Context: an optimization exercise on an open-source flow, tuned for small area. The choices shown serve that exercise and are no tape-out recipe.
RTL that was checked went through simulation tests only; none was proved equivalent to the original.
Function not checked in run 4: the RTL went through the layout flow alone.
No activity file was given, so power comes from the tool's default toggle rates.

### flow/design.v
`timescale 1ns / 1ps
module main_proj (
input clk,sw0,sw1,bgreen1,bgreen2,byellow1,byellow2,set,rst,run,
output [7:0] seg1,
output [7:0] seg2,
output [2:0] traffic1,traffic2,
output outyl1,outyl2,
output train1,train2);
reg [4:0] m25;
reg [2:0] ph;
wire m_nz = |m25;
wire m_last = m25[4] & m25[3];           
always @(posedge clk) begin
  if (rst) begin
    m25 <= 5'd0;
    ph  <= 3'd0;
  end else begin
    m25 <= m_last ? 5'd0 : m25 + 5'd1;
    if (m_last) ph <= ph + 3'd1;
  end
end
wire tick    = ~m_nz & ~ph[1] & ~ph[0];         
wire clk_2hz = ph[0] ^ m_nz;                    
wire clk_05hz = ph[2] ^ (ph[1] | ph[0] | m_nz);  
wire en = rst | tick;
assign outyl1 = sw0 & clk_05hz;
assign outyl2 = sw0 & clk_05hz;
assign train1 = sw1 & clk_2hz;
assign train2 = sw1 & ~clk_2hz;
reg [7:0] G, Y;
wire yinc = byellow1;
wire ydec = ~byellow1 & byellow2;
wire ginc = ~byellow1 & ~byellow2 & bgreen1;
wire gdec = ~byellow1 & ~byellow2 & ~bgreen1 & bgreen2;
always @(posedge clk) if (en) begin
  if (rst) begin
    Y <= 8'd3;
    G <= 8'd7;
  end else if (set) begin
    if (yinc) Y <= Y + 8'd1;
    else if (ydec) Y <= Y - 8'd1;
    else if (ginc) G <= G + 8'd1;
    else if (gdec) G <= G - 8'd1;
  end
end
wire [7:0] S  = G + Y;
wire [7:0] G1 = G + 8'd1;
wire [7:0] S1 = S + 8'd1;
wire g0 = (G == 8'd0), g1 = (G == 8'd1), g255 = (G == 8'd255);
wire y0 = (Y == 8'd0), y1 = (Y == 8'd1), y255 = (Y == 8'd255);
wire [7:0] D = G - Y;
wire geqy  = (D == 8'd0);
wire geqy1 = (D == 8'd1);       
wire yeqg1 = (D == 8'd255);     
localparam TG = 3'd0, TY = 3'd1, TS = 3'd2, TM = 3'd3, TP = 3'd4;
reg [7:0] c1, c2;
reg [2:0] t1, t2;
wire c1_big = |c1[7:1];
wire c2_big = |c2[7:1];
wire c1_100 = (c1 == 8'd100), c1_88 = (c1 == 8'd88);
wire c2_100 = (c2 == 8'd100), c2_88 = (c2 == 8'd88);
wire set_step = set;
wire [2:0] t1_set = (set_step & ginc) ? TM : (set_step & gdec) ? TP : TG;
wire [2:0] t2_set = (set_step & (yinc | ginc)) ? TM : (set_step & (ydec | gdec)) ? TP : TS;
reg [1:0] r1, r2;
always @* begin
  case (t1)
    TG: r1 = y0 ? 2'd0 : 2'd1;
    TY: r1 = g0 ? 2'd0 : geqy ? 2'd1 : 2'd2;
    TS: r1 = 2'd0;
    TM: r1 = y255 ? 2'd0 : geqy1 ? 2'd2 : 2'd3;
    default: r1 = y1 ? 2'd0 : yeqg1 ? 2'd2 : 2'd3;
  endcase
  case (t2)
    TS: r2 = 2'd0;
    TG: r2 = y0 ? 2'd0 : 2'd1;
    TY: r2 = g0 ? 2'd0 : geqy ? 2'd1 : 2'd2;
    TM: r2 = y1 ? 2'd1 : g1 ? 2'd2 : 2'd3;
    default: r2 = y255 ? 2'd1 : g255 ? 2'd2 : 2'd3;
  endcase
end
always @(posedge clk) if (en) begin
  if (rst) begin
    t1 <= TG; c1 <= 8'd88;
  end else if (run) begin
    t1 <= t1_set; c1 <= 8'd88;
  end else if (sw0) begin
    t1 <= t1_set; c1 <= 8'd100;
  end else if (set) begin
    t1 <= t1_set; c1 <= G;
  end else if (c1_big) begin
    if (c1_100 | c1_88) c1 <= G;
    else c1 <= c1 - 8'd1;
  end else begin
    case (r1)
      2'd0: begin t1 <= TG; c1 <= G; end
      2'd1: begin t1 <= TY; c1 <= Y; end
      2'd2: begin t1 <= TS; c1 <= S; end
      default: begin t1 <= TG; c1 <= G1; end
    endcase
  end
end
always @(posedge clk) if (en) begin
  if (rst) begin
    t2 <= TS; c2 <= 8'd88;
  end else if (run) begin
    t2 <= t2_set; c2 <= 8'd88;
  end else if (sw0) begin
    t2 <= t2_set; c2 <= 8'd100;
  end else if (set) begin
    t2 <= t2_set; c2 <= S;
  end else if (c2_big) begin
    if (c2_100 | c2_88) c2 <= S;
    else c2 <= c2 - 8'd1;
  end else begin
    case (r2)
      2'd0: begin t2 <= TG; c2 <= G; end
      2'd1: begin t2 <= TY; c2 <= Y; end
      2'd2: begin t2 <= TS; c2 <= S; end
      default: begin t2 <= TS; c2 <= S1; end
    endcase
  end
end
function [7:0] disp(input [7:0] c);
  reg [4:0] v;
  begin
    v = c[4:0];
    if (c == 8'd100) disp = 8'hAA;
    else if (c == 8'd88) disp = 8'h88;
    else if (c[7:5] != 3'd0 || v == 5'd31 || v < 5'd2) disp = 8'h01;
    else if (v >= 5'd30) disp = {4'd3, 4'd0};
    else if (v >= 5'd20) disp = {4'd2, v[3:0] - 4'd4};
    else if (v >= 5'd10) disp = {4'd1, v[3:0] - 4'd10};
    else disp = {4'd0, v[3:0]};
  end
endfunction
assign seg1 = disp(c1);
assign seg2 = disp(c2);
reg st_on;
reg [1:0] st, ns;
reg [7:0] fc;
wire [7:0] tgt = st[0] ? Y : G;
wire lt = fc < tgt;
always @(posedge clk) if (en) begin
  st_on <= ~(rst | run | set | sw0);
  st <= ns;
  if (~st_on) begin
    ns <= 2'd0;
    fc <= 8'd2;
  end else if (lt) begin
    fc <= fc + 8'd1;
  end else begin
    ns <= st + 2'd1;
    fc <= 8'd1;
  end
end
assign traffic1 = {st_on & ~st[1], 1'b0, st_on & (st[1] | st[0])};
assign traffic2 = {st_on & st[1], 1'b0, st_on & (~st[1] | st[0])};
endmodule
### flow/run.sh
#!/bin/bash
# synth_recipe.tcl (not shown) runs the flow's synth.tcl, then flattens the netlist and writes it again
# the make line also repeats each setting of config.mk as NAME=value (left out here)
make -C /OpenROAD-flow-scripts/flow DESIGN_CONFIG=/design/flow/config.mk WORK_HOME=/design/flow/orfs CLKGATE_MAP_FILE= SYNTH_SCRIPT=/design/flow/synth_recipe.tcl finish
### flow/config.mk
export PLATFORM = sky130hd
export DESIGN_NAME = main_proj
export DESIGN_NICKNAME = main_proj
export VERILOG_FILES = /design/flow/design.v
export SDC_FILE = /design/flow/constraint.sdc
export NUM_CORES = 4
export LEC_CHECK = 0
export CAP_MARGIN = 20
export CORE_MARGIN = 2
export CORE_UTILIZATION = 40
export CTS_BUF_LIST = sky130_fd_sc_hd__clkbuf_4
export SLEW_MARGIN = 20
### flow/constraint.sdc
create_clock -name core_clock -period 8.0 [get_ports {clk}]
set_input_delay 1.6000 -clock core_clock [delete_from_list [all_inputs] [get_ports {clk}]]
set_output_delay 1.6000 -clock core_clock [all_outputs]
set_load 0.01 [all_outputs]
==> summary.txt, run 1 <==
- Largest net degree at the start of global routing: 30
- Post-synthesis compound-gate area fraction: 21.34%
- Area Growth Syn to Fin: 9.273%
- Mux share of post-synthesis cell area: 3.078%
- Final total power: 1.215 mW
- Post-synthesis adder-cell area fraction: 13.03%
- GRT Util Overall: 21.81%
- Crit Path Category: in2out
- Final GP Congestion: 0.9696
- Avg Inst Size Synth: 8.404 um2
- RSZ-0062 raised after global routing: false
- Synth Register Bits: 59
- CTS tree: done
- Clk pwr share: 20.4%
- # hold bufs at CTS: 0
- Post-route antenna net violation count: 0
- Reg-to-reg critical path startpoint: Y[3]
- Initial core utilization: 41.03%
- Fin crit share: 61.57%
- Req. time, crit path: 6400 ps
- Fillers: 1515
- Register area share after synthesis: 27.02%
- Post-Syn Area: 0.006261 mm2
- Max_slew headroom: 40.30%
- Post-cts resize count: 0
- Yosys top cell by area: edfxtp_1
- Main combinational cell family by area after synthesis: simple AND/OR/NAND/NOR gates
- Worst-case clock buffer depth: 2
- CP Max Fanout: 10
- Setup violators final: 0
- Ports: 36
- Die width: 129.1 um
- Cell Pwr Density: 177.6 mW/mm2
- Mapped Cells: 745
- Ant. Diodes: 0
- Leading cell type in the layout, fill and taps excluded: nor2_1
- Worst hold path class: reg2reg
- Worst skew pair latency: 450 ps
- Placed Cells: 957
- Comb power frac: 43.5%
- Top-area cell type share of the netlist area: 24.46%
- Core Area: 0.01526 mm2
- Vias in the first global route: 5437
- Setup TNS: 0 ps
- Final hold viol count: 0
- Flop pwr share: 36.1%
- Final Critical Period: 4925 ps
- Switching Share: 41.42%
- Max-slew violation count: 0
- Number of synthesized flops with an enable pin: 51
- Worst hold margin: 437.9 ps
- Via count: 5728
- Cell Chain, Critical Path: clkdlybuf4s50_1, inv_1, nor2_1, clkdlybuf4s50_1
- Worst r2r dst: c2[2]
- Run status: finished clean
- Hold_sp: ns[0]
- Internal Pwr Total: 0.7119 mW
- Die height: 129.1 um
- Leak: 2.628 nW
- Initial antenna violation count: 0
- Cell repeated most along the worst path: clkdlybuf4s50_1
- CP startpoint kind: primary input
- Internal reg-to-reg setup slack: 3880 ps
- Max incr delay on CP: 670 ps
- IO Port Bufs: 31
- Most frequent cells in the layout: nor2_1 (80), ha_1 (62), nand2_1 (61), edfxtp_1 (51), a21oi_1 (42)
- R2R cell count: 12
- Simple-Gate Fraction of Synth Area: 22.08%
- Worst hold path cell count: 0
- Grt ovf: 0
- Worst-path clk slew: 110 ps
- Worst vdd ir: 0.0001228 V
- Drt total wl: 17.84 mm
- Async set-or-reset flop fraction in the synthesized netlist: 0%
- Yosys Warn Count: 1
- # rows: 45
- CP max-delay cell: clkdlybuf4s50_1
- Worst setup EP type: output pin
- Root Buffer: clkbuf_4
- Switching Power: 0.5034 mW
- Clock skew: 16.54 ps
- Post-CTS Setup Bufs: 0
- Full die area: 0.01667 mm2
- Worst-Margin Slew: 892.7 ps
- Worst hold endpoint: st[0]
- Via density: 5.881
- Drt first pass iters: 6
- Share of cells above drive strength 1: 6.422%
- Worst EP arrival: 3330 ps
- Final nets: 832
- Residual DRC count: 0
- Final Util: 44.84%
- Wire per inst: 18.31 um
- DRT iter0 DRCs: 572
- H-Tree Depth: 3
- Library cells used by synthesis: 86
- Top_reg_cell synth: edfxtp_1
- Post-synthesis xor/xnor area fraction: 7.274%
- Post-route insts no fill: 974
- Hpwl dp: 13.48 mm
- Num CTS Buffers: 9
- Ranking of synthesized cells by area: edfxtp_1 (24%), ha_1 (12%), nor2_1 (4.8%)
- Max cap viols: 0
- First-pass GRT wire length: 28.55 mm
- Fmax: 203.0 MHz
- Clock Sinks: 59
==> cell usage after synthesis (4+ instances only) <==
library cell and instances:
dfxtp_1 8, and3_1 10, xnor2_1 32, xor2_1 20, nor3_1 21, mux2i_1 17, inv_1 39, nand2b_1 13
nor3b_1 4, a211oi_1 9, edfxtp_1 51, buf_4 6, o21ai_0 40, a22oi_1 5, a221oi_1 4, o211ai_1 8
nand2_1 61, buf_2 6, nand3_1 34, or3_1 4, ha_1 62, a31oi_1 10, buf_6 6, nor2b_1 12
nor2_1 80, and2_1 5, o21ai_1 4, nand4_1 9, o21a_1 6, clkbuf_1 17, o22ai_1 9, a21o_1 5
a21oi_1 42, o31ai_1 6
==> sequential cells by signal, indices dropped and copies added (netlist names) <==
name   count
c2         8
G          8
ph         3
fc         8
ns         2
m25        5
t2         3
Y          8
st_on      1
st         2
t1         3
c1         8
==> area by class of cell <==
class | count | area [um2] | area share, %
flip-flops and latches | 59 | 1692 | 24.73
repair buffers | 37 | 362.8 | 5.304
inverters | 44 | 165.2 | 2.414
multi-input cells | 607 | 4198 | 61.36
well taps | 211 | 264.0 | 3.859
clock inverters | 7 | 92.59 | 1.353
clock buffers | 9 | 67.56 | 0.9876
==> per-layer routing <==
layer  vias to the layer above  track usage, %  routed length, um
li1                       2742               -                  -
met1                      2757           29.43               8122
met2                       194           34.52               8191
met3                        35           4.707               1047
met4                         0           7.864                475
met5                         -               0                  0
==> stage by stage <==
stage / cell area, um2 / setup WS (ps)
finish: 6842 / 3075
global route: 6842 / 3045
CTS: 6827 / 3099
floorplan: 6272 / 4013
detailed placement: 6666 / 3092
global placement: 6666 / 3119
==> worst max-delay path, delay by kind of cell <==
kind	cells	cell delay (ps)
buffers and inverters	3	1470
and+or+nand+nor	1	250
==> worst max path at each step <==
stage,startpoint,endpoint
2_1_floorplan,sw0,outyl2
3_3_place_gp,sw0,outyl1
3_5_place_dp,sw0,outyl1
5_1_grt,sw0,outyl2
4_1_cts,sw0,outyl2
6_report,sw0,outyl2
==> cells by family (layout without fill, tap and decap cells) <==
family          after synthesis  in the layout
compound gates              192            192
xor+xnor                     52             52
simple gates                276            276
other cells                   1              4
buf+inv                      82             97
fa+ha+maj                    64             64
mux                          19             19
flops                        59             59
==> power by group through the flow <==
stage / Sequential (mW) / Clock, mW / Combinational (mW)
4_1_cts: 0.439 / 0.255 / 0.519
5_1_grt: 0.446 / 0.265 / 0.581
3_5_place_dp: 0.446 / 0 / 0.515
6_report: 0.438 / 0.248 / 0.529
3_3_place_gp: 0.444 / 0 / 0.508
2_1_floorplan: 0.413 / 0 / 0.411
==> run 2, diff against run 1 <==
--- a/flow/config.mk
+++ b/flow/config.mk
@@ -9,4 +9,3 @@
 export CORE_MARGIN = 2
 export CORE_UTILIZATION = 40
-export CTS_BUF_LIST = sky130_fd_sc_hd__clkbuf_4
 export SLEW_MARGIN = 20
==> summary.txt, run 2 <==
- Run status: finished clean
- Num CTS Buffers: 9
- Leading cell type in the layout, fill and taps excluded: nor2_1
- Met3 Use GR: 4.088%
- Library cells used by synthesis: 86
- CTS tree: done
- CP startpoint kind: primary input
- Worst vdd ir: 0.0001138 V
- Register area share after synthesis: 27.02%
- Ant. Diodes: 0
- Worst skew pair latency: 350 ps
- Post-cts resize count: 0
- Worst-Margin Slew: 1024 ps
- Post-route antenna net violation count: 0
- Worst EP arrival: 3330 ps
- Ports: 36
- IO Port Bufs: 31
- CP Max Fanout: 10
- Final instance area: 0.007004 mm2
- Share of cells above drive strength 1: 6.562%
- Avg Inst Size Synth: 8.404 um2
- Yosys Warn Count: 1
- Comb power frac: 37.6%
- # rows: 45
- Ranking of synthesized cells by area: edfxtp_1 (24%), ha_1 (12%), nor2_1 (4.8%)
- First-pass GRT wire length: 28.66 mm
- Fmax: 202.9 MHz
- Final GP Congestion: 0.9696
- Core Area: 0.01526 mm2
- Largest net degree at the start of global routing: 30
- H-Tree Depth: 3
- Post-synthesis xor/xnor area fraction: 7.274%
- DP Worst Slack: 3092 ps
- Initial core utilization: 41.03%
- Yosys top cell by area: edfxtp_1
- Residual DRC count: 0
- Full die area: 0.01667 mm2
- Post-synthesis compound-gate area fraction: 21.34%
- Final WS setup: 3073 ps
- Top cells by count, synth: nor2_1 (80), ha_1 (62), nand2_1 (61), edfxtp_1 (51), a21oi_1 (42)
- RSZ-0062 raised after global routing: false
- Number of synthesized flops with an enable pin: 51
- Max cap viols: 0
- Worst-path clk slew: 50 ps
- Met1 GRT Util: 29.41%
- Worst hold path class: reg2reg
- Simple-Gate Fraction of Synth Area: 22.08%
- Wire per inst: 18.34 um
- Die height: 129.1 um
- Cell Pwr Density: 200.1 mW/mm2
- Top_reg_cell synth: edfxtp_1
- Post-synthesis adder-cell area fraction: 13.03%
- Worst setup EP type: output pin
- Setup violators final: 0
- Hpwl dp: 13.48 mm
- DRT iter0 DRCs: 587
- Grt ovf: 0
- Top-area cell type share of the netlist area: 24.46%
- Worst-case clock buffer depth: 2
- Internal Pwr Total: 0.8770 mW
- Final nets: 831
- # hold bufs at CTS: 0
- Root Buffer: clkbuf_16
- Met2 Use GR: 34.33%
- Area Growth Syn to Fin: 11.87%
- Final hold viol count: 0
- Layer with the highest usage: met2
- Crit Path Category: in2out
- Final Util: 45.90%
- Main combinational cell family by area after synthesis: simple AND/OR/NAND/NOR gates
- Via density: 5.902
- Clock skew: 6.593 ps
- Count leader, synth: nor2_1
- Drt total wl: 17.85 mm
- Fin crit share: 61.59%
- Clk pwr share: 31.0%
- Switching Power: 0.5248 mW
- Synth Register Bits: 59
- Async set-or-reset flop fraction in the synthesized netlist: 0%
- Req. time, crit path: 6400 ps
- Clock Sinks: 59
- Vias in the first global route: 5455
- Max-slew violation count: 0
- Leak: 2.701 nW
- GRT Util Overall: 21.88%
- Flop pwr share: 31.4%
- Drt first pass iters: 5
- Post-Syn Area: 0.006261 mm2
- Most frequent cells in the layout: nor2_1 (80), ha_1 (62), nand2_1 (61), edfxtp_1 (51), a21oi_1 (42)
- Final Critical Period: 4927 ps
- Via count: 5743
- Die width: 129.1 um
- Post-CTS Setup Bufs: 0
- Placed Instance Area: 0.006666 mm2
- Max_slew headroom: 31.32%
- Mux share of post-synthesis cell area: 3.078%
- Worst hold margin: 420.2 ps
- Mapped Cells: 745
- Initial antenna violation count: 0
- Setup TNS: 0 ps
- Switching Share: 37.44%
[run 2: cell counts after synthesis]
No cell type changed its count.
[run 2: per-layer routing]
layer | vias up | part of all wire, %
li1 | 2741 | -
met1 | 2751 | 46
met2 | 212 | 46
met3 | 39 | 6.2
met4 | 0 | 2.7
met5 | - | 0
[run 2: path summary, 6_finish.rpt]
check / slack [ps] / cells past startpoint / to / start
max: 3070 / 4 / outyl2 / sw0
min: 420 / 0 / st[0] / ns[0]
max reg2reg: 3910 / 10 / c2[0] / Y[3]
min reg2reg: 420 / 0 / st[0] / ns[0]
[run 2: final cells by class]
type	count	area, um2
Fill cell	1488	8254
Multi-Input combinational cell	607	4198
Sequential cell	59	1692
Timing Repair Buffer	36	347.8
Tap cell	211	264.0
Clock buffer	11	252.7
Inverter	44	165.2
Clock inverter	5	85.08
[run 2: cells by family (layout without fill, tap and decap cells)]
family	count (synthesis)	in the layout
DFF	59	59
buffers and inverters	82	96
and+or+nand+nor	276	276
AOI/OAI and AO/OA	192	192
adders and majority gates	64	64
muxes	19	19
other	1	4
xor gates and xnor gates	52	52
[run 2: worst max-delay path: stages]
cell and delay [ps]:
clkdlybuf4s50_1 670, inv_1 220, nor2_1 250, clkdlybuf4s50_1 580
[run 2: power by group through the flow]
stage	Combinational, mW	Sequential [mW]	Clock, mW
after floorplan	0.411	0.413	0
after global placement	0.508	0.444	0
after detailed placement	0.515	0.446	0
after CTS	0.519	0.440	0.441
after global routing	0.579	0.447	0.452
final	0.527	0.440	0.434
[run 2: through the flow]
step	total power, mW	std cells
after floorplan	0.8238	748
after global placement	0.9522	957
after detailed placement	0.9616	957
after CTS	1.401	973
after global routing	1.478	973
final	1.402	973
==> run 3, diff against run 2 <==
--- a/flow/config.mk
+++ b/flow/config.mk
@@ -9,3 +9,5 @@
 export CORE_MARGIN = 2
 export CORE_UTILIZATION = 40
+export CTS_BUF_LIST = sky130_fd_sc_hd__clkbuf_2 sky130_fd_sc_hd__clkbuf_4
+export CTS_CLUSTER_SIZE = 30
 export SLEW_MARGIN = 20
==> summary.txt, run 3 <==
- Run status: finished clean
- Residual DRC count: 0
- Post-Syn Area: 0.006261 mm2
- Top-area cell type share of the netlist area: 24.46%
- Post-route antenna net violation count: 0
- Via count: 5728
- Vias in the first global route: 5437
- Drt total wl: 17.84 mm
- Yosys Warn Count: 1
- Cell Chain, Critical Path: clkdlybuf4s50_1, inv_1, nor2_1, clkdlybuf4s50_1
- Yosys top cell by area: edfxtp_1
- R2R cell count: 12
- Grt ovf: 0
- Crit Path Category: in2out
- Max_slew headroom: 40.30%
- Fillers: 1515
- Leading cell type in the layout, fill and taps excluded: nor2_1
- Wire per inst: 18.31 um
- Initial core utilization: 41.03%
- Core Area: 0.01526 mm2
- Worst hold margin: 437.9 ps
- CP max-delay cell: clkdlybuf4s50_1
- CP startpoint: sw0
- Number of synthesized flops with an enable pin: 51
- Final nets: 832
- Full die area: 0.01667 mm2
- Root Buffer: clkbuf_4
- Library cells used by synthesis: 86
- Setup TNS: 0 ps
- Area Growth Syn to Fin: 9.273%
- Hold_sp: ns[0]
- # hold bufs at CTS: 0
- Post-CTS Setup Bufs: 0
- CP Max Fanout: 10
- Die width: 129.1 um
- Top cells by count, synth: nor2_1 (80), ha_1 (62), nand2_1 (61), edfxtp_1 (51), a21oi_1 (42)
- Avg Inst Size Synth: 8.404 um2
- Mapped Cells: 745
- Worst hold path class: reg2reg
- Worst-case clock buffer depth: 2
- Ranking of synthesized cells by area: edfxtp_1 (24%), ha_1 (12%), nor2_1 (4.8%)
- CTS tree: done
- Num CTS Buffers: 9
- Ant. Diodes: 0
- Ports: 36
- Leak: 2.628 nW
- Count leader, synth: nor2_1
- IO Port Bufs: 31
- Final Critical Period: 4925 ps
- Top_reg_cell synth: edfxtp_1
- GRT Util Overall: 21.81%
- Fmax: 203.0 MHz
- # rows: 45
- Final instance area: 0.006842 mm2
- Worst-path clk slew: 110 ps
- Worst skew pair latency: 450 ps
- Most frequent cells in the layout: nor2_1 (80), ha_1 (62), nand2_1 (61), edfxtp_1 (51), a21oi_1 (42)
- H-Tree Depth: 3
- Synth Register Bits: 59
- Max-slew violation count: 0
- Via density: 5.881
- Final hold viol count: 0
- Hpwl dp: 13.48 mm
- Final GP Congestion: 0.9696
- Max incr delay on CP: 670 ps
- Worst-Margin Slew: 892.7 ps
- Worst vdd ir: 0.0001228 V
- Clock skew: 16.54 ps
- Largest net degree at the start of global routing: 30
- Cell Pwr Density: 177.6 mW/mm2
- Max cap viols: 0
- Worst EP arrival: 3330 ps
- DRT iter0 DRCs: 572
- Reg-to-reg critical path startpoint: Y[3]
- Clock Sinks: 59
- Fin crit share: 61.57%
- Worst hold path cell count: 0
- CP startpoint kind: primary input
- Worst setup EP type: output pin
- Cell repeated most along the worst path: clkdlybuf4s50_1
- First-pass GRT wire length: 28.55 mm
- Drt first pass iters: 6
- Async set-or-reset flop fraction in the synthesized netlist: 0%
- Post-cts resize count: 0
- Req. time, crit path: 6400 ps
- Register area share after synthesis: 27.02%
- RSZ-0062 raised after global routing: false
- Initial antenna violation count: 0
- Die height: 129.1 um
- Placed Instance Area: 0.006666 mm2
- Setup violators final: 0
- Share of cells above drive strength 1: 6.422%
-- run 3: cell counts after synthesis --
Identical to the previous run, type by type.
-- run 3: area by class of cell --
class / count / area [um2] / share of cell area (%)
multi-input combinational: 607 / 4198 / 61.36
sequential: 59 / 1692 / 24.73
timing repair buffer: 37 / 362.8 / 5.304
tap: 211 / 264.0 / 3.859
inverter: 44 / 165.2 / 2.414
clock inverter: 7 / 92.59 / 1.353
clock buffer: 9 / 67.56 / 0.9876
-- run 3: cells by family after synthesis --
family / Yosys count / share of synthesized area, %
AND/OR/NAND/NOR: 276 / 22.08
AO/OA/AOI/OAI: 192 / 21.34
buffers and inverters: 82 / 6.115
adder cells (fa/ha/maj): 64 / 13.03
flip-flops: 59 / 27.02
XOR/XNOR: 52 / 7.274
multiplexers: 19 / 3.077
other: 1 / 0.05989
-- run 3: worst paths after layout --
| kind | slack, ps | endpoint |
|---|---|---|
| setup reg to reg | 3880 | c2[2] |
| setup / recovery | 3070 | outyl2 |
| hold reg to reg | 440 | st[0] |
| hold / removal | 440 | st[0] |
-- run 3: stage by stage --
step / setup WS, ps / power (mW) / utilization [%] / instances
after floorplan: 4013 / 0.8238 / - / 748
after global placement: 3119 / 0.9522 / 43.69 / 957
after detailed placement: 3092 / 0.9616 / 43.69 / 957
after CTS: 3099 / 1.213 / 44.74 / 973
after global routing: 3045 / 1.292 / 44.84 / 974
final: 3075 / 1.215 / 44.84 / 974
-- run 3: power by group --
part	leakage, nW	total [mW]	internal, mW	switching, mW
Clock	0.0812	0.248	0.125	0.123
Combinational	1.96	0.529	0.210	0.319
Sequential	0.586	0.438	0.377	0.0618
Total	2.63	1.22	0.712	0.503
-- run 3: routing by layer --
layer / wire length, um / track usage, % / vias up
met5: 0 / 0 / -
met4: 475 / 7.864 / 0
met3: 1047 / 4.707 / 35
met2: 8191 / 34.52 / 194
met1: 8122 / 29.43 / 2757
li1: - / - / 2742
-- run 3: critical path: cells and delay by family --
kind                   cells  cell delay, ps
AND/OR/NAND/NOR            1             250
buffers and inverters      3            1470
==> run 4, diff against run 3 <==
--- a/flow/design.v
+++ b/flow/design.v
@@ -33,4 +33,8 @@
 wire ginc = ~byellow1 & ~byellow2 & bgreen1;
 wire gdec = ~byellow1 & ~byellow2 & ~bgreen1 & bgreen2;
+wire ysel = set & (byellow1 | byellow2);
+wire dn = set & ~byellow1 & (byellow2 | ~bgreen1);
+wire [7:0] op = ysel ? Y : G;
+wire [7:0] G1 = op + {{7{dn}}, 1'b1};
 always @(posedge clk) if (en) begin
   if (rst) begin
@@ -38,12 +42,9 @@
     G <= 8'd7;
   end else if (set) begin
-    if (yinc) Y <= Y + 8'd1;
-    else if (ydec) Y <= Y - 8'd1;
-    else if (ginc) G <= G + 8'd1;
-    else if (gdec) G <= G - 8'd1;
+    if (ysel) Y <= G1;
+    else if (bgreen1 | bgreen2) G <= G1;
   end
 end
 wire [7:0] S  = G + Y;
-wire [7:0] G1 = G + 8'd1;
 wire [7:0] S1 = S + 8'd1;
 wire g0 = (G == 8'd0), g1 = (G == 8'd1), g255 = (G == 8'd255);
==> flow/flow/run.sh (new file) <==
#!/bin/bash
# Own layout flow: the standard synthesis, then its combinational logic re-mapped by ABC with
# an area script (registers untouched, proven equal), then the standard layout steps with
# small port buffers and a clock tree without dummy loads.
set -euo pipefail
here=$(pwd)
YOSYS=$(command -v yosys || echo "$FLOW_HOME/../tools/install/yosys/bin/yosys")
R=$here/orfs/results/$FLOW_PLATFORM/main_proj/base
LIB=$FLOW_HOME/platforms/$FLOW_PLATFORM/lib/sky130_fd_sc_hd__tt_025C_1v80.lib

bash standard.sh synth > $here/1_standard_synth.log 2>&1

cp $R/1_2_yosys.v $here/1_2_yosys_standard.v
export RESYN_LIB=$LIB RESYN_IN=$here/1_2_yosys_standard.v RESYN_OUT=$here/1_2_yosys_resyn.v RESYN_ABC=$here/flow/abc.scr
if "$YOSYS" -c $here/flow/resyn.tcl > $here/2_resyn.log 2>&1 && \
   "$YOSYS" -c $here/flow/eqv.tcl > $here/3_resyn_equiv.log 2>&1; then
  cp $here/1_2_yosys_resyn.v $R/1_2_yosys.v
  echo "using re-mapped netlist" > $here/resyn_choice.txt
else
  echo "using standard netlist" > $here/resyn_choice.txt
fi
rm -f $R/1_synth.odb $R/1_synth.sdc
touch $R/1_2_yosys.v

bash standard.sh finish \
  "BUFFER_PORTS_ARGS=-buffer_cell sky130_fd_sc_hd__buf_1" \
  "CTS_ARGS=-sink_clustering_enable -repair_clock_nets -dont_use_dummy_load -buf_list sky130_fd_sc_hd__clkbuf_4" \
  > $here/4_standard_finish.log 2>&1
==> flow/flow/abc.scr (new file) <==
strash
balance -l; resub -K 6 -l; rewrite -l; resub -K 6 -N 2 -l; refactor -l; resub -K 8 -l; balance -l; resub -K 8 -N 2 -l; rewrite -l; resub -K 10 -l; rewrite -z -l; resub -K 10 -N 2 -l; balance -l; resub -K 12 -l; refactor -z -l; resub -K 12 -N 2 -l; rewrite -z -l; balance -l
dch -f
amap
strash
balance -l; resub -K 6 -l; rewrite -l; resub -K 6 -N 2 -l; refactor -l; resub -K 8 -l; balance -l; resub -K 8 -N 2 -l; rewrite -l; resub -K 10 -l; rewrite -z -l; resub -K 10 -N 2 -l; balance -l; resub -K 12 -l; refactor -z -l; resub -K 12 -N 2 -l; rewrite -z -l; balance -l
dch -f
amap
strash
dch -f
amap
topo
==> flow/flow/eqv.tcl (new file) <==
# Prove the re-mapped netlist equal to the standard one (registers paired by name).
yosys -import
set lib $::env(RESYN_LIB)
read_liberty -ignore_miss_func $lib
read_verilog $::env(RESYN_IN)
yosys rename main_proj gold
read_verilog $::env(RESYN_OUT)
yosys rename main_proj gate
flatten gold gate
yosys rename -hide gold/w:_* gate/w:_* gold/c:_* gate/c:_*
opt_clean
equiv_make gold gate eq
hierarchy -top eq
equiv_simple -seq 2
equiv_induct
equiv_status -assert
==> flow/flow/resyn.tcl (new file) <==
# Re-map the combinational logic of the standard synthesis netlist with an area-oriented ABC
# script. Every register instance (name, cell type, connections) is kept as it is.
yosys -import
set lib $::env(RESYN_LIB)
set in $::env(RESYN_IN)
set out $::env(RESYN_OUT)
set scr $::env(RESYN_ABC)
read_liberty -ignore_miss_func $lib
read_verilog $in
hierarchy -top main_proj
set ffs [exec grep -oE {sky130_fd_sc_hd__(e?dfxtp|dfxbp|dfrtp|dfstp|dfrbp|dfsbp|dfbbp|sdf|sedf|dl)\w*} $in]
foreach f [lsort -unique $ffs] {
  setattr -mod -set keep_hierarchy 1 $f
}
flatten
opt_clean -purge
abc -liberty $lib -dont_use sky130_fd_sc_hd__probe_p_8 -dont_use sky130_fd_sc_hd__probec_p_8 -dont_use *lpflow* -script $scr main_proj
opt_clean -purge
hilomap -singleton -hicell sky130_fd_sc_hd__conb_1 HI -locell sky130_fd_sc_hd__conb_1 LO main_proj
splitnets main_proj
opt_clean -purge
select main_proj
write_verilog -noattr -nohex -nodec -selected $out
==> flow/standard.sh (new file) <==
#!/bin/bash
# synth_recipe.tcl (not shown) runs the flow's synth.tcl, then flattens the netlist and writes it again
# the make line also repeats each setting of config.mk as NAME=value (left out here)
make -C /OpenROAD-flow-scripts/flow DESIGN_CONFIG=/design/flow/config.mk WORK_HOME=/design/flow/orfs CLKGATE_MAP_FILE= SYNTH_SCRIPT=/design/flow/synth_recipe.tcl "${@:-finish}"
--- a/flow/config.mk
+++ b/flow/config.mk
@@ -9,5 +9,3 @@
 export CORE_MARGIN = 2
 export CORE_UTILIZATION = 40
-export CTS_BUF_LIST = sky130_fd_sc_hd__clkbuf_2 sky130_fd_sc_hd__clkbuf_4
-export CTS_CLUSTER_SIZE = 30
 export SLEW_MARGIN = 20
removed: flow/run.sh
==> summary.txt, run 4 <==
- Final total power: 0.9588 mW
- CP startpoint kind: primary input
- Final Util: 44.71%
- CTS tree: done
- Hold_sp: ns[1]
- Setup violators final: 0
- Root Buffer: clkbuf_4
- Post-cts resize count: 0
- CP max-delay cell: nor2_1
- Worst-case clock buffer depth: 2
- Residual DRC count: 0
- Worst skew pair latency: 440 ps
- Core Area: 0.01079 mm2
- Leading cell type in the layout, fill and taps excluded: nor2_1
- Ports: 36
- Wire per inst: 18.14 um
- Metal1 wirelength: 6.469 mm
- Ant. Diodes: 0
- Cell Chain, Critical Path: buf_1, clkinv_1, nor2_1, clkinv_1, o22ai_1, nor2_1, a21oi_1, nand2_1, o21ai_0, o21ai_0, nand2_1, nand2_1, nand2_1, nand2_1, nand2_1, nand2_1, nor2_1, nand2_1, o21ai_0, a21oi_1, or2_0, a32oi_1, a21oi_1, a211oi_1
- Max_slew headroom: 34.96%
- Final nets: 660
- WP buf/inv: 3
- First-pass GRT wire length: 23.07 mm
- Via density: 6.028
- H-Tree Depth: 3
- CP delay by family, top: simple AND/OR/NAND/NOR gates
- Die width: 109.1 um
- Worst-Margin Slew: 969.7 ps
- DR top layer: met4
- Worst hold margin: 429.2 ps
- Num CTS Buffers: 9
- CP startpoint: set
- Fin crit share: 73.49%
- Clock Sinks: 59
- Full die area: 0.01190 mm2
- # hold bufs at CTS: 0
- Placed Instance Area: 0.004758 mm2
- Via count: 4750
- Setup TNS: 0 ps
- Leak: 1.557 nW
- Drt total wl: 14.29 mm
- Initial core utilization: 40.93%
- Routed length on met2: 6.489 mm
- Req. time, crit path: 8250 ps
- Worst setup EP type: flop
- Vias in the first global route: 4417
- Final hold viol count: 0
- Clock skew: 42.37 ps
- DRT iter0 DRCs: 533
- Cell Pwr Density: 198.7 mW/mm2
- RSZ-0062 raised after global routing: false
- Final GP Congestion: 1.052
- # rows: 38
- Crit Path Category: in2reg
- Post-route antenna net violation count: 0
- Most frequent cells in the layout: nor2_1 (124), clkinv_1 (83), nand2_1 (66), o21ai_0 (56), edfxtp_1 (51)
- GRT Util Overall: 25.55%
- Share of cells above drive strength 1: 2.160%
- Max incr delay on CP: 540 ps
- Final instance area: 0.004826 mm2
- Initial antenna violation count: 0
- Post-Syn Area: 0.004418 mm2
- Final Critical Period: 5879 ps
- Area Growth Syn to Fin: 9.233%
- Worst vdd ir: 0.00008011 V
- Reg-to-reg critical path startpoint: G[2]
- Avg Inst Size Synth: 7.363 um2
- Run status: finished clean
- Yosys Warn Count: 1
- Grt ovf: 0
- Die height: 109.1 um
- Worst hold path class: reg2reg
- Largest net degree at the start of global routing: 28
- Drt first pass iters: 5
- Worst EP arrival: 6130 ps
- CP Max Fanout: 13
- Worst-path clk slew: 120 ps
- Hpwl dp: 11.14 mm
- Routed wl met3: 856 um
- IO Port Bufs: 31
- Post-CTS Setup Bufs: 0
- Cell repeated most along the worst path: nand2_1
- Mapped Cells: 600
- Fmax: 170.1 MHz
- Max cap viols: 0
- Max-slew violation count: 0
run 4: cell types whose count changed in the layout (fill, tap and decap cells not counted), sizes merged, moves of 10 or more:
cell	change
a21oi	-19
buf	+30
clkdlybuf4s50	-31
clkinv	+76
ha	-62
inv	-41
mux2i	-17
nand2b	-13
nand3	-29
nor2	+44
o21ai	+10
o22ai	+30
xnor2	-32
xor2	-20
run 4: worst register-to-register path, delay by kind of cell (launching register included):
| family | cells | cell delay, ps |
|---|---|---|
| simple gates | 13 | 1560 |
| buf+inv | 3 | 960 |
| flops | 1 | 480 |
| compound gates | 12 | 2670 |
run 4: worst paths after layout:
| check | endpoint | slack, ps | cells after the start |
|---|---|---|---|
| min reg2reg | st[1] | 430 | 0 |
| min | st[1] | 430 | 0 |
| max reg2reg | c2[5] | 2190 | 28 |
| max | c1[7] | 2120 | 24 |
run 4: power by group:
group          switching (mW)  total (mW)  internal [mW]
clock network          0.0973       0.149         0.0520
registers              0.0403       0.417          0.377
logic                   0.269       0.393          0.123
run 4: per-layer routing:
| metal | track usage, % | up-vias |
|---|---|---|
| li1 | - | 2338 |
| met1 | 34.47 | 2188 |
| met2 | 40.33 | 187 |
| met3 | 3.527 | 37 |
| met4 | 12.18 | 0 |
| met5 | 0 | - |
run 4: layout make-up:
type                            count  area (um2)
Sequential cell                    59        1692
Tap cell                          140       175.2
Timing Repair Buffer               36       153.9
Fill cell                        1131        5967
Multi-Input combinational cell    461        2426
Inverter                           83       311.5
Clock buffer                        9       67.56
run 4: through the flow:
step                      worst slack, ps  cells
after global placement               2098    779
after floorplan                      3258    603
after detailed placement             1896    779
after global routing                 1570    788
after CTS                            2330    788
final                                2121    788
==> run 5, diff against run 4 <==
--- a/flow/design.v
+++ b/flow/design.v
@@ -81,4 +81,16 @@
   endcase
 end
+wire c1_case = ~run & ~sw0 & ~set & ~c1_big;
+wire c2_case = ~run & ~sw0 & ~set & ~c2_big;
+wire a1g = ~c1_case | (r1 != 2'd1);
+wire a1y = c1_case & (r1 == 2'd1 || r1 == 2'd2);
+wire a1c = c1_case & (r1 == 2'd3);
+wire d1 = ~run & ~sw0 & ~set & c1_big & ~(c1_100 | c1_88);
+wire [7:0] L1 = (d1 ? c1 : a1g ? G : 8'd0) + (d1 ? 8'hFF : a1y ? Y : 8'd0) + {7'd0, a1c};
+wire a2g = ~c2_case | (r2 != 2'd1);
+wire a2y = ~c2_case | (r2 != 2'd0);
+wire a2c = c2_case & (r2 == 2'd3);
+wire d2 = ~run & ~sw0 & ~set & c2_big & ~(c2_100 | c2_88);
+wire [7:0] L2 = (d2 ? c2 : a2g ? G : 8'd0) + (d2 ? 8'hFF : a2y ? Y : 8'd0) + {7'd0, a2c};
 always @(posedge clk) if (en) begin
   if (rst) begin
@@ -89,14 +101,15 @@
     t1 <= t1_set; c1 <= 8'd100;
   end else if (set) begin
-    t1 <= t1_set; c1 <= G;
+    t1 <= t1_set; c1 <= L1;
   end else if (c1_big) begin
-    if (c1_100 | c1_88) c1 <= G;
-    else c1 <= c1 - 8'd1;
+    if (c1_100 | c1_88) c1 <= L1;
+    else c1 <= L1;
   end else begin
+    c1 <= L1;
     case (r1)
-      2'd0: begin t1 <= TG; c1 <= G; end
-      2'd1: begin t1 <= TY; c1 <= Y; end
-      2'd2: begin t1 <= TS; c1 <= S; end
-      default: begin t1 <= TG; c1 <= G1; end
+      2'd0: t1 <= TG;
+      2'd1: t1 <= TY;
+      2'd2: t1 <= TS;
+      default: t1 <= TG;
     endcase
   end
@@ -110,14 +123,15 @@
     t2 <= t2_set; c2 <= 8'd100;
   end else if (set) begin
-    t2 <= t2_set; c2 <= S;
+    t2 <= t2_set; c2 <= L2;
   end else if (c2_big) begin
-    if (c2_100 | c2_88) c2 <= S;
-    else c2 <= c2 - 8'd1;
+    if (c2_100 | c2_88) c2 <= L2;
+    else c2 <= L2;
   end else begin
+    c2 <= L2;
     case (r2)
-      2'd0: begin t2 <= TG; c2 <= G; end
-      2'd1: begin t2 <= TY; c2 <= Y; end
-      2'd2: begin t2 <= TS; c2 <= S; end
-      default: begin t2 <= TS; c2 <= S1; end
+      2'd0: t2 <= TG;
+      2'd1: t2 <= TY;
+      2'd2: t2 <= TS;
+      default: t2 <= TS;
     endcase
   end
==> summary.txt, run 5 <==
- CP delay by family, top: compound AO/OA/AOI/OAI gates
- Final Critical Period: 6632 ps
- CP Max Fanout: 10
- GRT Util Overall: 23.02%
- Max incr delay on CP: 770 ps
- H-Tree Depth: 3
- Req. time, crit path: 8140 ps
- Final hold viol count: 0
- Worst-Margin Slew: 942.0 ps
- Fmax: 150.8 MHz
- Avg Inst Size Synth: 7.434 um2
- Most frequent cells in the layout: nor2_1 (118), clkinv_1 (70), edfxtp_1 (51), o21ai_0 (50), nand2_1 (42)
- Root Buffer: clkbuf_4
- Wire per inst: 16.60 um
- Cell repeated most along the worst path: nand2_1
- Post-route antenna net violation count: 0
- Cell Pwr Density: 184.6 mW/mm2
- Area Growth Syn to Fin: 9.704%
- IO Port Bufs: 31
- # rows: 37
- WP buf/inv: 1
- CP startpoint kind: flop
- Worst hold path class: reg2reg
- Setup TNS: 0 ps
- Residual DRC count: 0
- Grt ovf: 0
- CTS tree: done
- Post-Syn Area: 0.004178 mm2
- Leak: 1.495 nW
- Worst-path clk slew: 110 ps
- Share of cells above drive strength 1: 1.974%
- Final GP Congestion: 0.9282
- Crit Path Category: reg2reg
- Full die area: 0.01128 mm2
- Clock Sinks: 59
- RSZ-0062 raised after global routing: false
- # hold bufs at CTS: 0
- Ports: 36
- Die height: 106.2 um
- Final Util: 44.80%
- Yosys Warn Count: 1
- Final nets: 620
- Initial core utilization: 40.83%
- CP startpoint: G[1]
- Post-cts resize count: 0
- Clock skew: 32.34 ps
- Reg-to-reg critical path startpoint: G[1]
- Core Area: 0.01023 mm2
- CP max-delay cell: o21ai_0
- Hold_sp: ns[1]
- Worst vdd ir: 0.00007888 V
- Hpwl dp: 9.560 mm
- Via count: 4293
- First-pass GRT wire length: 20.21 mm
- Run status: finished clean
- Max-slew violation count: 0
- Worst setup EP type: flop
- Worst-case clock buffer depth: 2
- Worst EP arrival: 6770 ps
- Drt first pass iters: 5
- Max cap viols: 0
- Post-CTS Setup Bufs: 0
- Setup violators final: 0
- Vias in the first global route: 3970
- Initial antenna violation count: 0
- Drt total wl: 12.35 mm
- Largest net degree at the start of global routing: 28
- Worst skew pair latency: 430 ps
- Ant. Diodes: 0
- Fin crit share: 82.90%
- Leading cell type in the layout, fill and taps excluded: nor2_1
- Num CTS Buffers: 9
- Max_slew headroom: 36.54%
- Die width: 106.2 um
- Via density: 5.770
- Mapped Cells: 562
- DRT iter0 DRCs: 500
run 5: changes by cell type in the layout (fill, tap and decap cells not counted), moves of 7 or more:
cell	delta
a21oi_1	+7
a221oi_1	-9
clkinv_1	-13
nand2_1	-24
nand3_1	+8
nor3_1	+11
or2_0	+10
or3_1	+8
run 5: worst paths after layout:
| path | depth (start not counted) | slack, ps | to |
|---|---|---|---|
| worst min-delay path | 0 | 400 | st[1] |
| worst max-delay path | 36 | 1370 | c2[7] |
| worst max register to register | 36 | 1370 | c2[7] |
| worst min register to register | 0 | 400 | st[1] |
run 5: layout make-up:
| type | count | area, um2 |
|---|---|---|
| clock buffers | 9 | 67.56 |
| fillers | 1062 | 5648 |
| inverters | 70 | 262.8 |
| multi-input cells | 436 | 2235 |
| flip-flops and latches | 59 | 1692 |
| well taps | 136 | 170.2 |
| repair buffers | 34 | 156.4 |
run 5: metal layers:
| metal | global-route usage [%] | up-vias | routed length (um) |
|---|---|---|---|
| met1 | 32.47 | 1966 | 5900 |
| met4 | 9.398 | 0 | 368 |
| met5 | 0 | - | 0 |
| met3 | 4.414 | 35 | 712 |
| li1 | - | 2133 | - |
| met2 | 34.62 | 159 | 5370 |
run 5: stage by stage:
stage	cell area (um2)	power, mW	hold slack [ps]	std cells	setup slack [ps]
6_report	4583	0.8461	395.3	744	1368
2_1_floorplan	4189	0.6080	400.3	565	2553
3_5_place_dp	4491	0.6900	417.2	734	1466
3_3_place_gp	4491	0.6855	403.6	734	1384
4_1_cts	4558	0.8428	399.6	743	1553
5_1_grt	4583	0.9014	417.9	744	733.4
run 5: where the power goes:
group | internal, mW | total, mW | switching [mW] | leakage [nW]
logic | 0.0934 | 0.278 | 0.185 | 0.868
clock network | 0.0521 | 0.156 | 0.103 | 0.0414
registers | 0.375 | 0.412 | 0.0371 | 0.586
total | 0.521 | 0.846 | 0.325 | 1.50
==> run 6, diff against run 5 <==
==> flow/design.v (replaced) <==
`timescale 1ns / 1ps
module main_proj (
input clk,sw0,sw1,bgreen1,bgreen2,byellow1,byellow2,set,rst,run,
output [7:0] seg1,
output [7:0] seg2,
output [2:0] traffic1,traffic2,
output outyl1,outyl2,
output train1,train2);
reg [4:0] m25;
reg [2:0] ph;
wire m_nz = |m25;
wire m_last = m25[4] & m25[3];           
always @(posedge clk) begin
  if (rst) begin
    m25 <= 5'd0;
    ph  <= 3'd0;
  end else begin
    m25 <= m_last ? 5'd0 : m25 + 5'd1;
    if (m_last) ph <= ph + 3'd1;
  end
end
wire tick     = ~m_nz & ~ph[1] & ~ph[0];          
wire clk_2hz  = ph[0] ^ m_nz;                     
wire clk_05hz = ph[2] ^ (ph[1] | ph[0] | m_nz);   
wire en = rst | tick;
assign outyl1 = sw0 & clk_05hz;
assign outyl2 = sw0 & clk_05hz;
assign train1 = sw1 & clk_2hz;
assign train2 = sw1 & ~clk_2hz;
reg [7:0] G, Y;
wire yinc = byellow1;
wire ydec = ~byellow1 & byellow2;
wire ginc = ~byellow1 & ~byellow2 & bgreen1;
wire gdec = ~byellow1 & ~byellow2 & ~bgreen1 & bgreen2;
wire step = en & ~rst & set;
wire yi = step & (yinc | ydec), yd = step & ydec;
wire gi = step & (ginc | gdec), gd = step & gdec;
always @(posedge clk) begin
  if (rst) begin
    Y <= 8'd3;
    G <= 8'd7;
  end else begin
    Y <= Y + {{7{yd}}, yi};
    G <= G + {{7{gd}}, gi};
  end
end
wire gz = ~|G[7:1], yz = ~|Y[7:1];
wire g0 = gz & ~G[0], g1 = gz & G[0], g255 = &G;
wire y0 = yz & ~Y[0], y1 = yz & Y[0], y255 = &Y;
wire geqy = (G == Y);
localparam TG = 2'd0, TY = 2'd1, TS = 2'd2, TD = 2'd3;
reg [7:0] c1, c2;
reg [1:0] t1, t2;
wire c1_big = |c1[7:1];
wire c2_big = |c2[7:1];
wire c1_100 = (c1 == 8'd100), c1_88 = (c1 == 8'd88);
wire c2_100 = (c2 == 8'd100), c2_88 = (c2 == 8'd88);
wire [1:0] t1_set = ~set ? TG :
                    ginc ? (y255 ? TS : geqy ? TY : TD) :
                    gdec ? (y1   ? TS : geqy ? TY : TD) : TG;
wire [1:0] t2_set = ~set ? TS :
                    yinc ? (y0 ? TG : g1   ? TY : TD) :
                    ydec ? (y0 ? TG : g255 ? TY : TD) :
                    ginc ? (y1   ? TG : g0 ? TY : TD) :
                    gdec ? (y255 ? TG : g0 ? TY : TD) : TS;
function [1:0] res(input [1:0] t, input y0, input g0, input geqy);
  case (t)
    TG: res = y0 ? 2'd0 : 2'd1;
    TY: res = g0 ? 2'd0 : geqy ? 2'd1 : 2'd2;
    TS: res = 2'd0;
    default: res = 2'd3;
  endcase
endfunction
wire [1:0] r1 = res(t1, y0, g0, geqy);
wire [1:0] r2 = res(t2, y0, g0, geqy);
wire ctl  = ~rst & ~run & ~sw0 & ~set;
wire k1   = en & (rst | run);                  
wire h1   = en & ~rst & ~run & sw0;            
wire dec1 = en & ctl & c1_big & ~(c1_100 | c1_88);
wire cs1  = en & ctl & ~c1_big;                
wire dec2 = en & ctl & c2_big & ~(c2_100 | c2_88);
wire cs2  = en & ctl & ~c2_big;
wire ld1  = en & ~rst & ~run & ~sw0 & (set | c1_big);
wire ld2  = en & ~rst & ~run & ~sw0 & (set | c2_big);
wire a1c  = ~en | dec1;                        
wire a1g  = (ld1 & ~dec1) | (cs1 & (r1 != 2'd1));
wire a1y  = cs1 & (r1 == 2'd1 || r1 == 2'd2);
wire a1i  = cs1 & (r1 == 2'd3);
wire [7:0] L1 = (a1c ? c1 : a1g ? G : 8'd0) + (dec1 ? 8'hFF : a1y ? Y : 8'd0) + {7'd0, a1i};
wire a2c  = ~en | dec2;
wire a2g  = (ld2 & ~dec2) | (cs2 & (r2 != 2'd1));
wire a2y  = (ld2 & ~dec2) | (cs2 & (r2 != 2'd0));
wire a2i  = cs2 & (r2 == 2'd3);
wire [7:0] L2 = (a2c ? c2 : a2g ? G : 8'd0) + (dec2 ? 8'hFF : a2y ? Y : 8'd0) + {7'd0, a2i};
always @(posedge clk) begin
  c1 <= k1 ? 8'd88 : h1 ? 8'd100 : L1;
  c2 <= k1 ? 8'd88 : h1 ? 8'd100 : L2;
end
always @(posedge clk) if (en) begin
  if (rst) begin
    t1 <= TG; t2 <= TS;
  end else if (run | sw0 | set) begin
    t1 <= t1_set; t2 <= t2_set;
  end else begin
    if (~c1_big)
      case (r1)
        2'd1: t1 <= TY;
        2'd2: t1 <= TS;
        default: t1 <= TG;
      endcase
    if (~c2_big)
      case (r2)
        2'd0: t2 <= TG;
        2'd1: t2 <= TY;
        default: t2 <= TS;
      endcase
  end
end
function [7:0] disp(input [7:0] c);
  reg [4:0] v;
  begin
    v = c[4:0];
    if (c == 8'd100) disp = 8'hAA;
    else if (c == 8'd88) disp = 8'h88;
    else if (c[7:5] != 3'd0 || v == 5'd31 || v < 5'd2) disp = 8'h01;
    else if (v >= 5'd30) disp = {4'd3, 4'd0};
    else if (v >= 5'd20) disp = {4'd2, v[3:0] - 4'd4};
    else if (v >= 5'd10) disp = {4'd1, v[3:0] - 4'd10};
    else disp = {4'd0, v[3:0]};
  end
endfunction
assign seg1 = disp(c1);
assign seg2 = disp(c2);
reg st_on;
reg [1:0] st, ns;
reg [7:0] fc;
wire [7:0] tgt = st[0] ? Y : G;
wire lt = fc < tgt;
always @(posedge clk) if (en) begin
  st_on <= ~(rst | run | set | sw0);
  st <= ns;
  if (~st_on) ns <= 2'd0;
  else if (~lt) ns <= st + 2'd1;
end
wire f_ld = en & ~(st_on & lt);
always @(posedge clk)
  fc <= f_ld ? {~st_on, st_on} : fc + {7'd0, en & st_on & lt};
assign traffic1 = {st_on & ~st[1], 1'b0, st_on & (st[1] | st[0])};
assign traffic2 = {st_on & st[1], 1'b0, st_on & (~st[1] | st[0])};
endmodule
==> summary.txt, run 6 <==
- DRT iter0 DRCs: 230
- CTS tree: done
- Final GP Congestion: 0.9384
- Via density: 5.778
- Worst vdd ir: 0.0001080 V
- Clock skew: 33.87 ps
- Drt first pass iters: 6
- Worst setup EP type: flop
- Largest net degree at the start of global routing: 15
- CP startpoint: rst
- Leading cell type in the layout, fill and taps excluded: nor2_1
- Post-CTS Setup Bufs: 0
- Leak: 1.430 nW
- Setup violators final: 0
- Share of cells above drive strength 1: 1.993%
- Full die area: 0.01010 mm2
- Post-route antenna net violation count: 0
- Worst hold path class: reg2reg
- Internal reg-to-reg setup slack: 3460 ps
- # hold bufs at CTS: 0
- Area of the multi-input gates: 0.002217 mm2
- Worst-path clk slew: 110 ps
- Via count: 4120
- Post-cts resize count: 0
- Cell repeated most along the worst path: nor2_1
- Wire per inst: 15.14 um
- Most frequent cells in the layout: nor2_1 (112), clkinv_1 (77), o21ai_0 (61), nand2_1 (52), dfxtp_1 (48)
- Final hold viol count: 0
- Die height: 100.5 um
- Cell Pwr Density: 169.0 mW/mm2
- Initial antenna violation count: 0
- Num CTS Buffers: 9
- Hpwl dp: 8.099 mm
- FF/Latch Area: 0.001231 mm2
- Fin crit share: 71.92%
- Vias in the first global route: 3620
- Post-Syn Area: 0.003726 mm2
- Area Growth Syn to Fin: 9.570%
- IO Port Bufs: 31
- H-Tree Depth: 3
- Initial core utilization: 40.71%
- Worst skew pair latency: 410 ps
- CP Max Fanout: 13
- CP startpoint kind: primary input
- Root Buffer: clkbuf_4
- Fillers: 950
- Clock Sinks: 57
- R2R cell count: 19
- Hold_sp: ns[0]
- Worst-Margin Slew: 836.8 ps
- CP max-delay cell: nor4_1
- Crit Path Category: in2reg
- Max cap viols: 0
- Worst-case clock buffer depth: 2
- Req. time, crit path: 8280 ps
- Run status: finished clean
- GRT Util Overall: 21.72%
- Worst r2r dst: c1[7]
- Max_slew headroom: 43.79%
- Avg Inst Size Synth: 6.702 um2
- Drt total wl: 10.79 mm
- Worst hold margin: 427.6 ps
- Core Area: 0.009153 mm2
- Die width: 100.5 um
- Fmax: 173.8 MHz
- Final Critical Period: 5753 ps
- Cell Chain, Critical Path: buf_1, buf_4, or2_0, nor2_1, clkinv_1, nor2_1, clkinv_1, nor4_1, nor2_1, o22a_1, nor2_1, a21oi_1, and2_0, nor2_1, o22ai_1, a21o_1, a21oi_1, nor2_1, o21a_1, o31a_1
- Setup TNS: 0 ps
- Ant. Diodes: 0
- Reg-to-reg critical path startpoint: Y[5]
- Mapped Cells: 556
- Grt ovf: 0
- RSZ-0062 raised after global routing: false
- # rows: 35
- Residual DRC count: 0
- Yosys Warn Count: 1
- Max-slew violation count: 0
- First-pass GRT wire length: 17.17 mm
- Max incr delay on CP: 710 ps
- Final nets: 614
- Setup crit end: c1[7]
- Ports: 36
- Worst EP arrival: 6040 ps
run 6: power by group:
group	leakage [nW]	total, mW	switching [mW]	internal, mW
Sequential	0.486	0.339	0.0229	0.316
Clock	0.0414	0.152	0.0996	0.0522
Combinational	0.902	0.200	0.130	0.0694
Total	1.43	0.690	0.253	0.437
run 6: critical path: cells and delay by family:
family                 cells  cell delay (ps)
AND/OR/NAND/NOR            9             2420
AO/OA/AOI/OAI              7             1350
buffers and inverters      4              670
run 6: worst min path at each step:
stage	endpoint	cells past startpoint
2_1_floorplan	st[0]	0
3_3_place_gp	st[0]	0
3_5_place_dp	st[0]	0
4_1_cts	st[0]	0
5_1_grt	st[0]	0
6_report	st[0]	0
run 6: metrics by stage:
| stage | setup slack [ps] | util, % | area [um2] | total power, mW | std cells |
|---|---|---|---|---|---|
| 4_1_cts | 2315 | 44.61 | 4083 | 0.6947 | 713 |
| 2_1_floorplan | 2776 | - | 3737 | 0.4836 | 559 |
| 3_3_place_gp | 2135 | 43.87 | 4015 | 0.5392 | 704 |
| 6_report | 2247 | 44.61 | 4083 | 0.6898 | 713 |
| 3_5_place_dp | 1941 | 43.87 | 4015 | 0.5413 | 704 |
| 5_1_grt | 1841 | 44.61 | 4083 | 0.7337 | 713 |
run 6: metal layers:
layer | up-vias | global-route usage (%) | part of all wire, %
met3 | 29 | 4.854 | 5.5
met2 | 139 | 34.69 | 46
li1 | 2098 | - | -
met4 | 0 | 8.957 | 2.8
met5 | - | 0 | 0
met1 | 1854 | 28.42 | 46
run 6: area by class of cell:
class,count,area share [%]
multi-input cells,425,54.31
flip-flops and latches,57,30.16
well taps,111,3.402
clock buffers,9,1.655
inverters,77,7.079
repair buffers,34,3.402
==> run 7, diff against run 6 <==
==> flow/flow/run.sh (replaced) <==
#!/bin/bash
# Own layout flow: the standard synthesis; then its combinational logic re-mapped by ABC with
# a few area scripts (registers untouched), each proven equal to the standard netlist, and the
# smallest kept; then the standard layout steps, with small port buffers and a clock tree
# without dummy loads.
set -euo pipefail
here=$(pwd)
YOSYS=$(command -v yosys || echo "$FLOW_HOME/../tools/install/yosys/bin/yosys")
R=$here/orfs/results/$FLOW_PLATFORM/main_proj/base
LIB=$FLOW_HOME/platforms/$FLOW_PLATFORM/lib/sky130_fd_sc_hd__tt_025C_1v80.lib

bash standard.sh synth > $here/1_standard_synth.log 2>&1
cp $R/1_2_yosys.v $here/1_2_yosys_standard.v
export RESYN_LIB=$LIB RESYN_IN=$here/1_2_yosys_standard.v

for c in a b c; do
  ( export RESYN_OUT=$here/1_2_yosys_resyn_$c.v RESYN_ABC=$here/flow/abc_$c.scr RESYN_AREA=$here/area_$c.txt
    if "$YOSYS" -c $here/flow/resyn.tcl > $here/2_resyn_$c.log 2>&1 && \
       "$YOSYS" -c $here/flow/eqv.tcl > $here/3_resyn_equiv_$c.log 2>&1 && \
       "$YOSYS" -c $here/flow/area.tcl > $here/3_area_$c.log 2>&1; then
      echo ok > $here/resyn_ok_$c
    fi ) &
done
wait

best=""; bestarea=""
for c in a b c; do
  [[ -f $here/resyn_ok_$c ]] || continue
  a=$(grep -oE "Chip area for module '.main_proj': [0-9.]+" $here/area_$c.txt | awk '{print $NF}')
  [[ -n "$a" ]] || continue
  if [[ -z "$bestarea" ]] || awk -v x="$a" -v y="$bestarea" 'BEGIN{exit !(x<y)}'; then best=$c; bestarea=$a; fi
done
if [[ -n "$best" ]]; then
  cp $here/1_2_yosys_resyn_$best.v $R/1_2_yosys.v
  echo "using re-mapped netlist $best ($bestarea um2)" > $here/resyn_choice.txt
else
  echo "using standard netlist" > $here/resyn_choice.txt
fi
rm -f $R/1_synth.odb $R/1_synth.sdc
touch $R/1_2_yosys.v

bash standard.sh finish \
  "BUFFER_PORTS_ARGS=-buffer_cell sky130_fd_sc_hd__buf_1" \
  "CTS_ARGS=-sink_clustering_enable -repair_clock_nets -dont_use_dummy_load -buf_list sky130_fd_sc_hd__clkbuf_4" \
  > $here/4_standard_finish.log 2>&1
==> flow/flow/abc_a.scr (new file) <==
strash
balance -l; resub -K 6 -l; rewrite -l; resub -K 6 -N 2 -l; refactor -l; resub -K 8 -l; balance -l; resub -K 8 -N 2 -l; rewrite -l; resub -K 10 -l; rewrite -z -l; resub -K 10 -N 2 -l; balance -l; resub -K 12 -l; refactor -z -l; resub -K 12 -N 2 -l; rewrite -z -l; balance -l
dch -f
amap
strash
balance -l; resub -K 6 -l; rewrite -l; resub -K 6 -N 2 -l; refactor -l; resub -K 8 -l; balance -l; resub -K 8 -N 2 -l; rewrite -l; resub -K 10 -l; rewrite -z -l; resub -K 10 -N 2 -l; balance -l; resub -K 12 -l; refactor -z -l; resub -K 12 -N 2 -l; rewrite -z -l; balance -l
dch -f
amap
strash
dch -f
amap
topo
==> flow/flow/abc_b.scr (new file) <==
strash; &get -n; &deepsyn -T 60; &put; dch -f; amap; strash; dch -f; amap; topo
==> flow/flow/abc_c.scr (new file) <==
strash; &get -n; &deepsyn -T 60 -S 7; &put; dch -f; amap; strash; dch -f; amap; topo
==> flow/flow/area.tcl (new file) <==
# Standard-cell area of a netlist.
yosys -import
read_liberty -lib $::env(RESYN_LIB)
read_verilog $::env(RESYN_OUT)
hierarchy -top main_proj
tee -o $::env(RESYN_AREA) stat -liberty $::env(RESYN_LIB)
--- a/flow/config.mk
+++ b/flow/config.mk
@@ -6,6 +6,7 @@
 export NUM_CORES = 4
 export LEC_CHECK = 0
-export CAP_MARGIN = 20
+export CAP_MARGIN = 0
 export CORE_MARGIN = 2
 export CORE_UTILIZATION = 40
-export SLEW_MARGIN = 20
+export GPL_TIMING_DRIVEN = 0
+export SLEW_MARGIN = 0
removed: flow/flow/abc.scr
==> summary.txt, run 7 <==
- Cell Pwr Density: 174.6 mW/mm2
- Num CTS Buffers: 9
- Setup violators final: 0
- Root Buffer: clkbuf_4
- Area Growth Syn to Fin: 9.208%
- Post-route antenna net violation count: 0
- Metal1 wirelength: 4.966 mm
- Vias in the first global route: 3580
- Max cap viols: 0
- Routed wl met3: 783 um
- Post-CTS Setup Bufs: 0
- Worst vdd ir: 0.00006417 V
- Residual DRC count: 0
- Worst-case clock buffer depth: 2
- IO Port Bufs: 31
- DRT iter0 DRCs: 309
- Via density: 5.820
- Ports: 36
- Leading cell type in the layout, fill and taps excluded: nor2_1
- Ant. Diodes: 0
- Largest net degree at the start of global routing: 20
- Post-Syn Area: 0.003587 mm2
- Worst hold path class: reg2reg
- Clock Sinks: 57
- Drt total wl: 10.41 mm
- Worst-path clk slew: 110 ps
- Avg Inst Size Synth: 6.743 um2
- Leak: 1.321 nW
- Worst-Margin Slew: 1100 ps
- Fmax: 166.2 MHz
- Core Area: 0.008721 mm2
- Crit Path Category: in2reg
- Max_slew headroom: 25.71%
- Final total power: 0.6839 mW
- Worst EP arrival: 6340 ps
- CP startpoint kind: primary input
- Initial antenna violation count: 0
- Via count: 3975
- # hold bufs at CTS: 0
- Wire per inst: 15.24 um
- Mapped Cells: 532
- # rows: 34
- CP max-delay cell: nor4_1
- Worst setup EP type: flop
- Cell repeated most along the worst path: nor2_1
- Clock skew: 34.15 ps
- Final Critical Period: 6017 ps
- Die width: 98.70 um
- Full die area: 0.009742 mm2
- Post-cts resize count: 0
- Run status: finished clean
- Final Util: 44.92%
- Hpwl dp: 7.964 mm
- Grt ovf: 0
- Fin crit share: 75.21%
- Most frequent cells in the layout: nor2_1 (112), clkinv_1 (66), o21ai_0 (60), nand2_1 (51), dfxtp_1 (48)
- Routed length on met2: 4.394 mm
- DP Worst Slack: 1766 ps
- Final hold viol count: 0
- Final WS setup: 1983 ps
- Final nets: 587
- Final GP Congestion: 0.9561
- DR top layer: met4
- RSZ-0062 raised after global routing: false
- Req. time, crit path: 8330 ps
- Worst skew pair latency: 410 ps
- Yosys Warn Count: 1
- Initial core utilization: 41.13%
- H-Tree Depth: 3
- GRT Util Overall: 21.86%
- Max incr delay on CP: 430 ps
- CP Max Fanout: 19
- Setup TNS: 0 ps
- Drt first pass iters: 6
- Die height: 98.70 um
- First-pass GRT wire length: 17.08 mm
- Share of cells above drive strength 1: 1.565%
- Max-slew violation count: 0
- CTS tree: done
[run 7: changes by cell type in the layout (fill, tap and decap cells not counted), moves of 4 or more]
cell / change
nor4_1: -4
nor2b_1: +4
a221oi_1: +5
o22a_1: -4
nand3_1: +4
a21oi_1: +6
o22ai_1: -4
clkinv_1: -11
o21a_1: -4
o31ai_1: -4
a22oi_1: -13
[run 7: layout make-up]
class	instances	area [um2]
inverters	66	247.7
clock buffers	9	67.56
repair buffers	31	116.4
fillers	922	4803
well taps	108	135.1
multi-input cells	412	2120
flip-flops and latches	57	1231
[run 7: per-layer routing]
metal  up-vias  track usage, %
met5         -               0
met4         0           9.273
met3        19           3.901
met2       163           32.18
met1      1799           31.45
li1       1994               -
[run 7: worst max-delay path: cells and delay by family]
kind	cells	cell delay [ps]
and+or+nand+nor	15	2440
AOI/OAI and AO/OA	7	1260
buffers and inverters	4	1040
[run 7: final timing paths]
kind / start / endpoint / slack (ps) / cells past startpoint
setup / recovery: rst / c2[7] / 1980 / 26
hold / removal: ns[0] / st[0] / 420 / 0
setup reg to reg: m25[0] / c2[7] / 3120 / 25
hold reg to reg: ns[0] / st[0] / 420 / 0
[run 7: where the power goes]
group | switching, mW | internal [mW]
combinational | 0.125 | 0.0644
clock | 0.0948 | 0.0521
sequential | 0.0289 | 0.318
[run 7: stage by stage]
| step | hold WS [ps] | instance area, um2 | cells |
|---|---|---|---|
| floorplan | 400.3 | 3598 | 535 |
| global placement | 404.5 | 3850 | 674 |
| detailed placement | 405.6 | 3850 | 674 |
| CTS | 422.6 | 3918 | 683 |
| global route | 440.5 | 3918 | 683 |
| finish | 421.1 | 3918 | 683 |

-- port drivers added, routing unchanged --
The flow's constraints put no driver on any port. The routed layouts listed below were extracted and timed again, unchanged, in two steps.
Step 1 assumes that a clkbuf_16 drives the clock port and a buf_2 every other input.
Step 2, shift: input delay + t, output delay - t, t = (earliest + latest rising clock arrival at the registers) / 2. This alone moves slack from input paths to output paths.
a / b / c = no drivers / after step 1 / after step 2; a / b = the first two.
run	t (ns)	slack for setup (ns)	worst register clock-pin slew, ns	cell pins on the clock port's net
run 1	0.478	3.075 / 3.040 / 3.040	0.11 / 0.11	1
run 2	0.384	3.073 / 3.038 / 3.038	0.06 / 0.06	1
run 3	0.478	3.075 / 3.040 / 3.040	0.11 / 0.11	1
run 4	0.447	2.121 / 2.126 / 1.679	0.12 / 0.12	1
run 5	0.445	1.368 / 1.368 / 1.253	0.11 / 0.11	1
run 6	0.427	2.247 / 2.259 / 1.832	0.11 / 0.11	1
run 7	0.422	1.983 / 1.991 / 1.569	0.11 / 0.11	1
After both steps every run listed still meets setup and hold. For run 4, which loses most, drivers alone change the setup slack by +0.005 ns; drivers and shift together by -0.442 ns.
